What follows belongs to an exercise in optimizing a design on an open flow for small area and a short achievable clock period; a production flow would make more cautious choices. Function was checked by simulation only, so behaviour that the tests miss may differ from the original. Power figures rest on the tool's default switching activity, not on a simulated workload.

== exp/juniper ==
// pipelined_boothe_multiplier
module pipelined_boothe_multiplier #(
    parameter WIDTH = 32
) (
    input clk,
    input reset,
    input en,
    input [WIDTH - 1: 0] md,
    input [WIDTH - 1: 0] mr,
    output [(2 * WIDTH) - 1: 0] s_result
);
For scale: about 2,300 flip-flops, ~130 I/O pins, about 75,000 µm² of cells after synthesis.
Settings: LEC_CHECK=0, CAP_MARGIN=20, CORE_MARGIN=2, CORE_UTILIZATION=60, CTS_CLUSTER_DIAMETER=100, CTS_CLUSTER_SIZE=30, PLACE_DENSITY=0.7, SETUP_SLACK_MARGIN=2.8, SLEW_MARGIN=20, SYNTH_HIERARCHICAL=1, SYNTH_MINIMUM_KEEP_SIZE=0; clock period 5.0 ns.
run.sh (not shown) runs the stock make flow with config.mk's settings and CLKGATE_MAP_FILE= SYNTH_SCRIPT=/design/flow/synth_recipe.tcl, a recipe that flattens the netlist after the stock synthesis.
Input changes introduced in exp/violet (baseline for comparison: exp/juniper):
- CTS_BUF_LIST newly set to sky130_fd_sc_hd__clkbuf_16 sky130_fd_sc_hd__clkbuf_4
- SETUP_SLACK_MARGIN changed from 2.8 to 2.85
- TNS_END_PERCENT newly set to 60
Results
Sequential cell area share of exp/juniper is on par with exp/violet. On first-pass GRT wire length, exp/juniper and exp/violet are neck and neck. Summary of exp/violet over exp/juniper: final area shows no meaningful change, final layout net count shows no meaningful change, tightest hold margin shows no meaningful change.
Input-level comparison between exp/umber and exp/violet:
- SETUP_SLACK_MARGIN: 2.85 -> 2.88
- CTS_BUF_LIST: sky130_fd_sc_hd__clkbuf_16 sky130_fd_sc_hd__clkbuf_4 -> unset
- CORE_UTILIZATION: 60 -> 65
- TNS_END_PERCENT: 60 -> unset
- PLACE_DENSITY: 0.7 -> 0.75
Findings:
Comparing exp/violet and exp/umber, the lower peak supply drop was measured on exp/violet. More vias were needed by exp/umber than by exp/violet. Multi-input gate share of total cell area (lower): exp/violet. exp/umber falls short of exp/violet in half-perimeter wire length after detailed placement. The number of placed I/O pins on exp/violet is in line with that on exp/umber. exp/umber vs. exp/violet: clock skew went down by 0.0051 ns. On final worst hold slack: exp/umber sits below exp/violet. On wire length of the first global-routing pass, the lower figure sits with exp/violet, not exp/umber. Compare exp/violet and exp/umber | maximum number of pins on one net before global-route repair higher: exp/violet.
Modified inputs, exp/maple compared to exp/umber
- swapping 65 for 60 in CORE_UTILIZATION
- swapping 0.75 for 0.7 in PLACE_DENSITY
- putting TNS_END_PERCENT at 30 where nothing was set
- swapping 2.88 for 2.85 in SETUP_SLACK_MARGIN
[summary]
For the fraction of power consumed by the clock network, exp/maple came in 0.3 points higher than exp/umber did.
Lower number of antenna violations at the first check in global routing was reported by exp/maple, not exp/umber.
When the final numbers for exp/maple and exp/umber were put side by side, the power share of the combinational group turned out to be smaller in exp/maple.
Compared with exp/umber, exp/maple shows design area lower by 620 µm².
The final reports for exp/maple and exp/umber show number of global-route vias before repair lower in the former.
Summary of exp/maple over exp/umber: wire length moved down, count of clock-buffer cells in the layout now larger, count of TritonRoute iterations in the first routing pass stayed essentially flat, total stage count of the critical path has increased, global-route usage over all layers moved down.
exp/umber has a lower sequential portion of the cell area than exp/maple.
### exp/maple -> exp/cedar
- TNS_END_PERCENT no longer set, was 30
- SETUP_SLACK_MARGIN now 2.88, was 2.85
==> run summary <==
- Diff exp/maple -> exp/cedar | design area | up by a few percent
- exp/maple vs exp/cedar, worst setup path endpoint: s4[37] vs s4[40]
- Slew of the pin with the lowest slew margin (exp/cedar over exp/maple): decrease, 0.021 ns
- exp/cedar vs exp/maple: part of the power in registers down
- Delta(required time reported for the critical path endpoint, exp/cedar - exp/maple) < 0
diff inputs: exp/cedar => exp/raven
- SETUP_SLACK_MARGIN now 2.82, was 2.88
- CTS_CLUSTER_SIZE now 34, was 30
--- outcome ---
- exp/cedar and exp/raven all finish clean.
- Re worst hold slack: exp/cedar and exp/raven aren't equal, and the lower value belongs to exp/cedar.
- Summary of exp/raven over exp/cedar: biggest fanout along the worst timing path lower, cell count went down 86, fmax has increased, total power decreased by about 2.5% relative to the old numbers.
- Compared to exp/cedar, exp/raven shows a wider setup margin.
- The clock network fraction of total power of exp/raven is lower than that of exp/cedar.
- Delta (exp/raven minus exp/cedar): critical path depth has decreased, post-synthesis mux area share has remained practically unchanged.

* * *

== run 1 ==
pipelined_boothe_multiplier again, from the RTL that the note above started with.
==> flow/design.v (excerpt) <==
module pipelined_boothe_multiplier #(
    parameter WIDTH = 32
) (
    input clk,
    input reset,
    input en,
    input [WIDTH - 1: 0] md,
    input [WIDTH - 1: 0] mr,
    output [(2 * WIDTH) - 1: 0] s_result
);
==> flow/config.mk <==
export PLATFORM = sky130hd
export DESIGN_NAME = pipelined_boothe_multiplier
export DESIGN_NICKNAME = pipelined_boothe_multiplier
export VERILOG_FILES = /design/flow/design.v
export SDC_FILE = /design/flow/constraint.sdc
export NUM_CORES = 4
export LEC_CHECK = 0
export CAP_MARGIN = 20
export CORE_MARGIN = 2
export CORE_UTILIZATION = 60
export CTS_CLUSTER_DIAMETER = 100
export CTS_CLUSTER_SIZE = 30
export PLACE_DENSITY = 0.7
export SETUP_SLACK_MARGIN = 2.87
export SLEW_MARGIN = 20
export SYNTH_HIERARCHICAL = 1
export SYNTH_MINIMUM_KEEP_SIZE = 0
export TNS_END_PERCENT = 60
==> flow/constraint.sdc <==
create_clock -name core_clock -period 5.0 [get_ports {clk}]
set_input_delay 1.0000 -clock core_clock [delete_from_list [all_inputs] [get_ports {clk}]]
set_output_delay 1.0000 -clock core_clock [all_outputs]
set_load 0.01 [all_outputs]
Run 1 finished end to end and its layout was clean on timing, DRC and antenna.
For run 2, these inputs were changed with respect to run 1:
diff --git a/flow/config.mk b/flow/config.mk
--- a/flow/config.mk
+++ b/flow/config.mk
@@ -13,3 +13,3 @@
 export PLACE_DENSITY = 0.7
-export SETUP_SLACK_MARGIN = 2.87
+export SETUP_SLACK_MARGIN = 2.85
 export SLEW_MARGIN = 20
@@ -17,2 +17 @@
 export SYNTH_MINIMUM_KEEP_SIZE = 0
-export TNS_END_PERCENT = 60
Findings:
On via count, run 2 and run 1 are basically level. Fraction of the cycle the final worst path needs in run 2 is 0.35 points lower than in run 1. Comparing run 1 with run 2, the fraction of standard cell area that is sequential came out essentially unchanged.
Changes in run 3 relative to run 2:
diff --git a/flow/config.mk b/flow/config.mk
--- a/flow/config.mk
+++ b/flow/config.mk
@@ -17 +17,2 @@
 export SYNTH_MINIMUM_KEEP_SIZE = 0
+export TNS_END_PERCENT = 60
Notes after the runs:
Origin of the worst setup path = s32[6]$_SDFF_PN0_: run 2; origin of the worst setup path = s32[45]$_SDFF_PN0_: run 3. Run comparison: run 2 critical-path cell with the highest stage delay sky130_fd_sc_hd__dfxtp_2; run 3 critical-path cell with the highest stage delay sky130_fd_sc_hd__dfxtp_1. Looking at tightest slew margin relative to the limit, run 3 sits 2.8 points higher than run 2 does. Between run 2 and run 3, fraction of power consumed by combinational cells decreased. Diff run 2 -> run 3: clock network fraction of total power held, count of clock-net buffers in the final layout rose by 3.
diff inputs: run 3 => run 4
diff --git a/flow/config.mk b/flow/config.mk
--- a/flow/config.mk
+++ b/flow/config.mk
@@ -11,3 +11,3 @@
 export CTS_CLUSTER_DIAMETER = 100
-export CTS_CLUSTER_SIZE = 30
+export CTS_CLUSTER_SIZE = 34
 export PLACE_DENSITY = 0.7
==> comparison <==
- Compared with run 3, run 4 shows a core utilization that is 0.19 points lower.
- The via count on run 4 is in line with that on run 3.
- Diff run 4..run 3 | combinational logic power | negligible
- Run 3 consumes more power than run 4.
- Layout filler cell count: run 4 higher than run 3
- Setup slack up 0.012 ns in run 4 wrt run 3
- The buffer share of cell area of run 4 and that of run 3 are within noise of each other.
- Run 4 ended up with a lower post-layout minimum cycle time than run 3 did.
- The final reports for run 4 and run 3 show met2 layer usage reported by global route lower in the former.
- Higher non-clock buffer count was reported by run 4, not run 3.
#### Input delta (run 5 over run 4)
diff --git a/flow/config.mk b/flow/config.mk
--- a/flow/config.mk
+++ b/flow/config.mk
@@ -10,4 +10,5 @@
 export CORE_UTILIZATION = 60
+export CTS_BUF_LIST = sky130_fd_sc_hd__clkbuf_16 sky130_fd_sc_hd__clkbuf_8
 export CTS_CLUSTER_DIAMETER = 100
-export CTS_CLUSTER_SIZE = 34
+export CTS_CLUSTER_SIZE = 24
 export PLACE_DENSITY = 0.7
## What came out
- Run 5 vs run 4 — total detailed-routing wirelength climbed slightly
- Compared to run 4, run 5 shows a narrower setup margin.
- On wire length of the first global-routing pass, the higher figure sits with run 5, not run 4.

==> port drivers added, routing unchanged <==
How much do the figures lean on ideal ports? The routed layouts below were timed once more, with nothing changed but the port constraints.
Step 1: set_driving_cell puts a clkbuf_16 on clk and a buf_2 on each other input, an assumption about the parent block.
Step 2 also shifts input and output timing later by t, the mid clock arrival at the registers, as if the neighbouring blocks saw the same clock.
a / b / c = ideal ports / drivers / drivers and shift; a / b = the first two.
run	t, ns	setup slack, ns	slew at the worst register clock pin (ns)
exp/juniper	0.766	2.851 / 2.780 / 2.504	0.11 / 0.11
exp/violet	0.766	2.851 / 2.780 / 2.499	0.11 / 0.11
exp/umber	0.772	2.834 / 2.763 / 2.328	0.12 / 0.12
exp/maple	0.768	2.837 / 2.779 / 2.554	0.11 / 0.11
exp/cedar	0.793	2.825 / 2.772 / 2.355	0.11 / 0.11
exp/raven	0.756	2.861 / 2.791 / 2.408	0.12 / 0.12
run 1	0.781	2.836 / 2.765 / 2.377	0.11 / 0.11
run 2	0.773	2.853 / 2.785 / 2.350	0.11 / 0.11
run 3	0.766	2.851 / 2.780 / 2.499	0.11 / 0.11
run 4	0.755	2.863 / 2.793 / 2.542	0.12 / 0.12
run 5	0.780	2.823 / 2.754 / 2.517	0.09 / 0.09
After both steps setup and hold are still met in every run listed. For exp/umber, which loses most, drivers alone change the setup slack by -0.071 ns; drivers and shift together by -0.506 ns.
